What follows belongs to an exercise in optimizing a design on an open flow for small area and a short achievable clock period; a production flow would make more cautious choices.
RTL that was checked went through simulation tests only; none was proved equivalent to the original.
Function not checked in run 1: the RTL went through the layout flow alone.
Power is estimated from default activity; no workload was simulated.

==> flow/design.v (outline; a module is shown in full before it is edited, if it fits) <==
// module mult32x32: 3844 lines
module mult32x32 (
  input              i_clk     ,
  input              i_rstn    ,
  input  wire        i_multa_ns,
  input  wire        i_multb_ns,
  input  wire [31:0] i_multa   ,
  input  wire [31:0] i_multb   ,
  output wire [63:0] o_product
);
  // ...
==> flow/run.sh <==
#!/bin/bash
# synth_recipe.tcl (not shown) runs the flow's synth.tcl, then flattens the netlist and writes it again
# the make line also repeats each setting of config.mk as NAME=value (left out here)
make -C /OpenROAD-flow-scripts/flow DESIGN_CONFIG=/design/flow/config.mk WORK_HOME=/design/flow/orfs CLKGATE_MAP_FILE= SYNTH_SCRIPT=/design/flow/synth_recipe.tcl finish
==> flow/config.mk <==
export PLATFORM = sky130hd
export DESIGN_NAME = mult32x32
export DESIGN_NICKNAME = mult32x32
export VERILOG_FILES = /design/flow/design.v
export SDC_FILE = /design/flow/constraint.sdc
export NUM_CORES = 4
export LEC_CHECK = 0
export CAP_MARGIN = 20
export CORE_MARGIN = 2
export CORE_UTILIZATION = 40
export SETUP_SLACK_MARGIN = 1.9
export SLEW_MARGIN = 20
export TNS_END_PERCENT = 100
==> flow/constraint.sdc <==
create_clock -name core_clock -period 4.0 [get_ports {i_clk}]
set_input_delay 0.8000 -clock core_clock [delete_from_list [all_inputs] [get_ports {i_clk}]]
set_output_delay 0.8000 -clock core_clock [all_outputs]
set_load 0.01 [all_outputs]
==> summary.txt, run 1 <==
Global routing
  • Largest net degree at the start of global routing: 65
  • GR peak layer: met2
  • Gr ovfl total: 0

Finish
  • Most frequent cells in the layout: dfxtp_1, xnor2_1, inv_1
  • Top Registers: prod_q x64, vld x7
  • Final cell count without fillers: between 5000 and 6000
  • Multi-input logic area: 22400 um^2
  • Largest register FFs: 64
  • Clock buf count: 128
  • Layout cell share with drive strength beyond 1: 0.177
  • Largest cell class: multi-input combinational cells

Power and ir drop
  • Final Power: 0.0400 W
  • Sw Share: 0.347
  • Cell-internal power: 0.0261 W
  • Clock power frac: 0.245
  • NetSw: 0.0139 W

Clock network
  • Worst skew pair latency: 0.72 ns
  • Post-CTS setup buffer count: 33
  • TritonCTS clock tree: yes

Critical path
  • Crit path max fanout: 11
  • Arrival time at the worst endpoint: ~2.7 ns
  • Critical-path top delay cell: dfxtp_1
  • Reg2Reg Setup Slack: 1.80 ns
  • Critical Path End: s2_1377$_DFF_P_
  • Worst Setup End Kind: register

Placement
  • Placer Congestion: 0.904
  • Place WS: 0.490 ns

Outcome
  • Status: no timing/DRC/antenna violations

Drt
  • Initial DRC Count: 3267
  • DRC viols: 0
  • Routed WL per cell: ~23 um

STA
  • Max-slew violations: 0
  • RSZ-0062 raised after global routing: true
  • PnR worst setup slack: 1.80 ns
  • Least-Margin Pin Slew: 0.971 ns

Logic synthesis
  • Syn_area_per_cell: 11.2 um^2
  • Yosys reg bits: 952
  • Post-synthesis sequential area ratio: 0.446

Hold path
  • Hold_sp: i_multa[10]

Die
  • N_taps: 1403

Run
  • # Max-Cap Violations: 0
==> run 2, diff against run 1 <==
--- a/flow/design.v
+++ b/flow/design.v
@@ -1,9 +1,30 @@
 `timescale 1ns/1ps
+module full_adder(
+	input   wire a,
+	input   wire b,
+	input   wire ci,
+	output  wire s,
+	output  wire co
+);
+assign s  = a ^ b ^ ci;
+assign co = (a & b) | (a & ci) | (b & ci);
+endmodule
+`timescale 1ns/1ps
+module half_adder(
+	input   wire a,
+	input   wire b,
+	output  wire s,
+	output  wire co
+);
+	assign s  = a ^ b;
+	assign co = a & b;
+endmodule
+`timescale 1ns/1ps
 module mult32x32 (
   input              i_clk     ,
   input              i_rstn    ,
   input  wire        i_multa_ns,
   input  wire        i_multb_ns,
   input  wire [31:0] i_multa   ,
   input  wire [31:0] i_multb   ,
   output wire [63:0] o_product
@@ -3832,14 +3853,12 @@
   s7_2933 <= sum2869;
 end
 reg [6:0] vld;
 always @(posedge i_clk or negedge i_rstn) begin
   if (~i_rstn) vld <= 7'b0;
   else        vld <= {vld[5:0], 1'b1};
 end
 reg [63:0] prod_q;
-always @(posedge i_clk or negedge i_rstn) begin
-  if (~i_rstn) prod_q <= 64'b0;
-  else        prod_q <= vld[6] ? pd : 64'b0;
-end
+wire out_en = vld[6] & i_rstn;
+always @(posedge i_clk) prod_q <= out_en ? pd : 64'b0;
 assign o_product = prod_q;
 endmodule
==> summary.txt, run 2 <==
Outcome
  • Status: no timing/DRC/antenna violations (unchanged)

STA
  • RSZ-0062 raised after global routing: true (unchanged)
  • Endpoints failing hold: 0 (unchanged)
  • Final setup fails: 0 (unchanged)
  • Max-slew violations: 0 (unchanged)
  • Post-route setup TNS: 0 ns (unchanged)
  • Clk_skew: 0.0363 ns (was 0.0737 ns)
  • Hold slack: 0.207 ns (was 0.203 ns)
  • Minimum clock period: 2.26 ns (was 2.20 ns)
  • Slew headroom: 0.384 (was 0.352)
  • Least-Margin Pin Slew: 0.924 ns (was 0.971 ns)
  • FMAX: 442 MHz (was 454 MHz)
  • Period utilisation layout: 0.566 (was 0.551)

Clock network
  • CTS buffer count: 97 (was 98)
  • Clk sinks: 952 (unchanged)
  • Bufs on Longest Clock Path: 3 (unchanged)
  • Clock slew at reported path FFs: 0.06 ns (about the same)
  • TritonCTS clock tree: yes (unchanged)
  • Worst skew pair latency: 0.70 ns (was 0.72 ns)
  • Cts hold-fix bufs: 0 (was 1)
  • H-tree level count: 3 (unchanged)
  • Root Buffer: clkbuf_16 (unchanged)

Hold path
  • Hold_sp: i_multa[0] (was i_multa[10])
  • Hold endpoint: s1_425$_DFF_P_ (was s1_402$_DFF_P_)
  • Hold Path Depth: 1 (unchanged)
  • Hold Crit Class: in -> reg (unchanged)

Critical path
  • Critical-path top delay cell: fa_2 (was dfxtp_1)
  • FF-to-FF Start: s4_2065$_DFF_P_ (was s1_451$_DFF_P_)
  • Critical setup path kind: in -> reg (was reg -> reg)
  • Worst Setup End Kind: register (unchanged)
  • Reg-to-Reg End: s5_2369$_DFF_P_ (was s2_1377$_DFF_P_)
  • CP max stage delay: 0.36 ns (was 0.95 ns)
  • Startpoint types: input port (was register)
  • Cell family with most CP delay: compound AO/OA/AOI/OAI gates (was flip-flops)
  • Cells along the critical path: buf_12 > ha_4 > fa_2 > a21oi_2 > nor2_2 > o2111ai_2 > nand3_4 > o311ai_4 > a21oi_1 > o31a_1 (was a22o_1 > a221oi_1 > xnor2_1 > fa_1)
  • Reg2Reg Setup Slack: 1.74 ns (was 1.80 ns)
  • Buf/Inv on CP: 1 (was 0)
  • Worst Path Required: 4.57 ns (was 4.53 ns)
  • Arrival time at the worst endpoint: 2.84 ns (was 2.74 ns)
  • FF-to-FF path depth: 9 (was 4)
  • Crit path max fanout: 4 (was 11)

Logic synthesis
  • Area leader, netlist: dfxtp_1 (unchanged)
  • Synth unique cells: 70 (was 61)
  • Post-synthesis sequential area ratio: 0.441 (was 0.446)
  • Net Count, Synth: 4430 (was 4401)
  • Yosys warns: 1 (unchanged)
  • Most instantiated library cell after synthesis: dfxtp_1 (unchanged)
  • Yosys reg bits: 952 (unchanged)
  • Synth cell count leaders: dfxtp_1, xnor2_1, inv_1, clkbuf_1 (was dfxtp_1, xnor2_1, inv_1, a221oi_1, a22o_1)
  • Share of the synthesized area in the top cell type: 0.437 (was 0.405)
  • Area contributors post-synth: dfxtp_1, fa_1, xnor2_1 (unchanged)
  • Gate Count Post-Synth: 3920 (was 3891)
  • Syn_area_per_cell: 11.0 um^2 (was 11.2 um^2)
  • Ys async rst share: 0.00735 (was 0.0746)
  • Synth Flop Type: dfxtp_1 (unchanged)
  • Mapped Area: 43300 um^2 (was 43500 um^2)
  • Post-synth EDFFs: 0 (unchanged)

Power and ir drop
  • Final Power: 0.0396 W (was 0.0400 W)
  • Maximum VDD drop: 0.397 mV (was 0.419 mV)
  • Leakage: 21.2 nW (was 21.5 nW)
  • Power Density: 773 nW/um^2 (was 778 nW/um^2)

Die
  • Core Region: 107000 um^2 (was 108000 um^2)
  • DIE AREA: 111000 um^2 (about the same)
  • FP Rows: 120 (unchanged)
  • Die Ht: 333 um (was 334 um)
  • I/O pins: 132 (unchanged)
  • Initial core utilization: 0.404 (was 0.405)
  • Width of the die: 333 um (was 334 um)

Global routing
  • Met3 global-route usage: 0.0795 (was 0.0733)
  • Total global-route track usage: 0.228 (was 0.223)
  • GR peak layer: met2 (unchanged)
  • Gr ovfl total: 0 (unchanged)
  • Initial antenna violation count: 13 (was 12)
  • Largest net degree at the start of global routing: 37 (was 65)
  • Met2 usage: 0.335 (was 0.328)
  • Vias in the first global route: 30600 (was 30100)
  • Grt met1 use: 0.296 (was 0.293)
  • First-pass GRT wire length: 193000 um (was 189000 um)

Drt
  • Antenna-violating nets left: 0 (unchanged)
  • DR vias: 30900 (was 30300)
  • Initial DRC Count: 3296 (was 3267)
  • DRC viols: 0 (unchanged)
  • Via/cell ratio: 5.72 (was 5.60)
  • Drt total wl: 131000 um (was 126000 um)
  • Pre-antenna DRT Iters: 6 (unchanged)
  • Routed WL per cell: 24.3 um (was 23.4 um)

Placement
  • HPWL after DPL: 84700 um (was 84200 um)
  • Port bufs: 131 (unchanged)
  • Placer Congestion: 0.912 (was 0.904)

Finish
  • Layout cell share with drive strength beyond 1: 0.160 (was 0.177)
  • Final layout net count: 4425 (was 4429)
  • Multi-input logic area: 22500 um^2 (was 22400 um^2)
  • Area delta synth->final: 18.4% (was 18.2%)
  • Top Registers: prod_q x64, vld x7 (unchanged)
  • FF/Latch Area: 19400 um^2 (was 19700 um^2)
  • Largest register FFs: 64 (unchanged)
  • Layout fillers: 9746 (was 9655)
  • Final core utilization: 0.478 (about the same)
  • Commonest non-fill, non-tap cell in the layout: dfxtp_1 (unchanged)
  • Most frequent cells in the layout: dfxtp_1, xnor2_1, inv_1 (unchanged)
  • Most flops, register: prod_q (unchanged)

Run
  • # Max-Cap Violations: 0 (unchanged)
run 2: cell types whose count changed after synthesis, moves of 5 or more:
cell	delta
and2_1	-65
and3_1	+60
buf_1	-15
clkbuf_1	+25
dfrtp_1	-64
dfxtp_1	+64
nand2_1	+12
nor2_1	+5
o211ai_1	+5
o21bai_1	-7
xnor2_1	+8
xor2_1	-10
run 2: per-stage QoR:
stage	cell area [um^2]	worst slack [ns]	cells
3_5_place_dp	45800	0.297	5148
5_1_grt	51300	1.67	5397
2_1_floorplan	43500	1.32	3920
4_1_cts	50200	1.71	5352
6_report	51300	1.74	5402
3_3_place_gp	45800	0.330	5148
run 2: routing by layer:
metal / part of all wire / vias up / routed length, um
li1: - / 13500 / -
met1: 0.40 / 14900 / 53000
met2: 0.42 / 1880 / 54600
met3: 0.12 / 566 / 15300
met4: 0.063 / 10 / 8300
met5: 0.00066 / - / 87
run 2: logic make-up (layout without fill, tap and decap cells):
group | count (synthesis) | in the layout | share of synthesized area
fa+ha+maj | 442 | 442 | 0.178
mux | 3 | 3 | 0.000722
xor+xnor | 478 | 478 | 0.0967
compound gates | 936 | 936 | 0.177
flops | 952 | 952 | 0.441
buf+inv | 777 | 849 | 0.0674
other cells | 1 | 8 | 0.0000866
simple gates | 331 | 331 | 0.0387
run 2: power breakdown:
group,internal [W],switching [W]
logic,0.00651,0.00770
registers,0.0137,0.00248
clock network,0.00534,0.00385
run 2: cell type report:
cell class,count,area share
Clock buffer,135,0.0549
Multi-Input combinational cell,2191,0.439
Sequential cell,952,0.378
Timing Repair Buffer,288,0.0558
Antenna cell,7,0.000342
Clock inverter,41,0.00949
Tap cell,1403,0.0342
Inverter,385,0.0282
run 2: what timing repair did:
action	4_1_cts	5_1_grt
resized for setup	385	147
pin swaps	58	58
cloned	0	3
setup endpoints to repair	327	142
endpoints found under the hold margin	0	0
buffers inserted	28	40
run 2: worst register-to-register path, stage by stage (launching register included):
cell and delay, ns:
dfxtp_2 0.34, ha_4 0.16, ha_4 0.14, nand2_2 0.05, or4_4 0.55, a211oi_4 0.26
nor3_2 0.06, or2_1 0.28, o21ai_1 0.16, a21o_1 0.17
run 2: how the worst max path moves through the flow:
| stage | start | to | slack (ns) | cells past startpoint |
|---|---|---|---|---|
| final | i_multa[1] | s1_458$_DFF_P_ | 1.74 | 10 |
| after global routing | s5_2370$_DFF_P_ | s6_2679$_DFF_P_ | 1.67 | 9 |
| after CTS | s4_2075$_DFF_P_ | s5_2369$_DFF_P_ | 1.71 | 8 |
| after detailed placement | i_multa[1] | s1_458$_DFF_P_ | 0.30 | 10 |
| after global placement | i_multa[1] | s1_458$_DFF_P_ | 0.33 | 10 |
| after floorplan | i_multa[0] | s1_458$_DFF_P_ | 1.32 | 9 |

port drivers added, routing unchanged:
The flow's constraints put no driver on any port. The routed layouts listed below were extracted and timed again, unchanged, in two steps. Step 1 sets driving cells, clkbuf_16 on the clock port and buf_2 on the other inputs (assumed; they add their load-dependent delay and slew). Step 2 times the ports against the registers' clock, not the clock port: input delays grow and output delays shrink by t, the midpoint of the rising clock arrivals with the driver on. Slacks: ideal / step 1 / step 2; pairs: ideal / step 1.
| run | t (ns) | setup slack, ns | hold WS [ns] | latest minus earliest clock arrival (ns) | slew at the worst register clock pin (ns) |
|---|---|---|---|---|---|
| run 1 | 0.766 | 1.796 / 1.796 / 1.116 | 0.203 / 0.175 / 0.279 | 0.081 / 0.080 | 0.07 / 0.07 |
| run 2 | 0.760 | 1.735 / 1.744 / 1.002 | 0.207 / 0.174 / 0.304 | 0.040 / 0.039 | 0.07 / 0.07 |
After both steps every run listed still meets setup and hold. The setup slack of run 2, which loses most, moves by +0.009 ns with the drivers and by -0.733 ns with both steps.
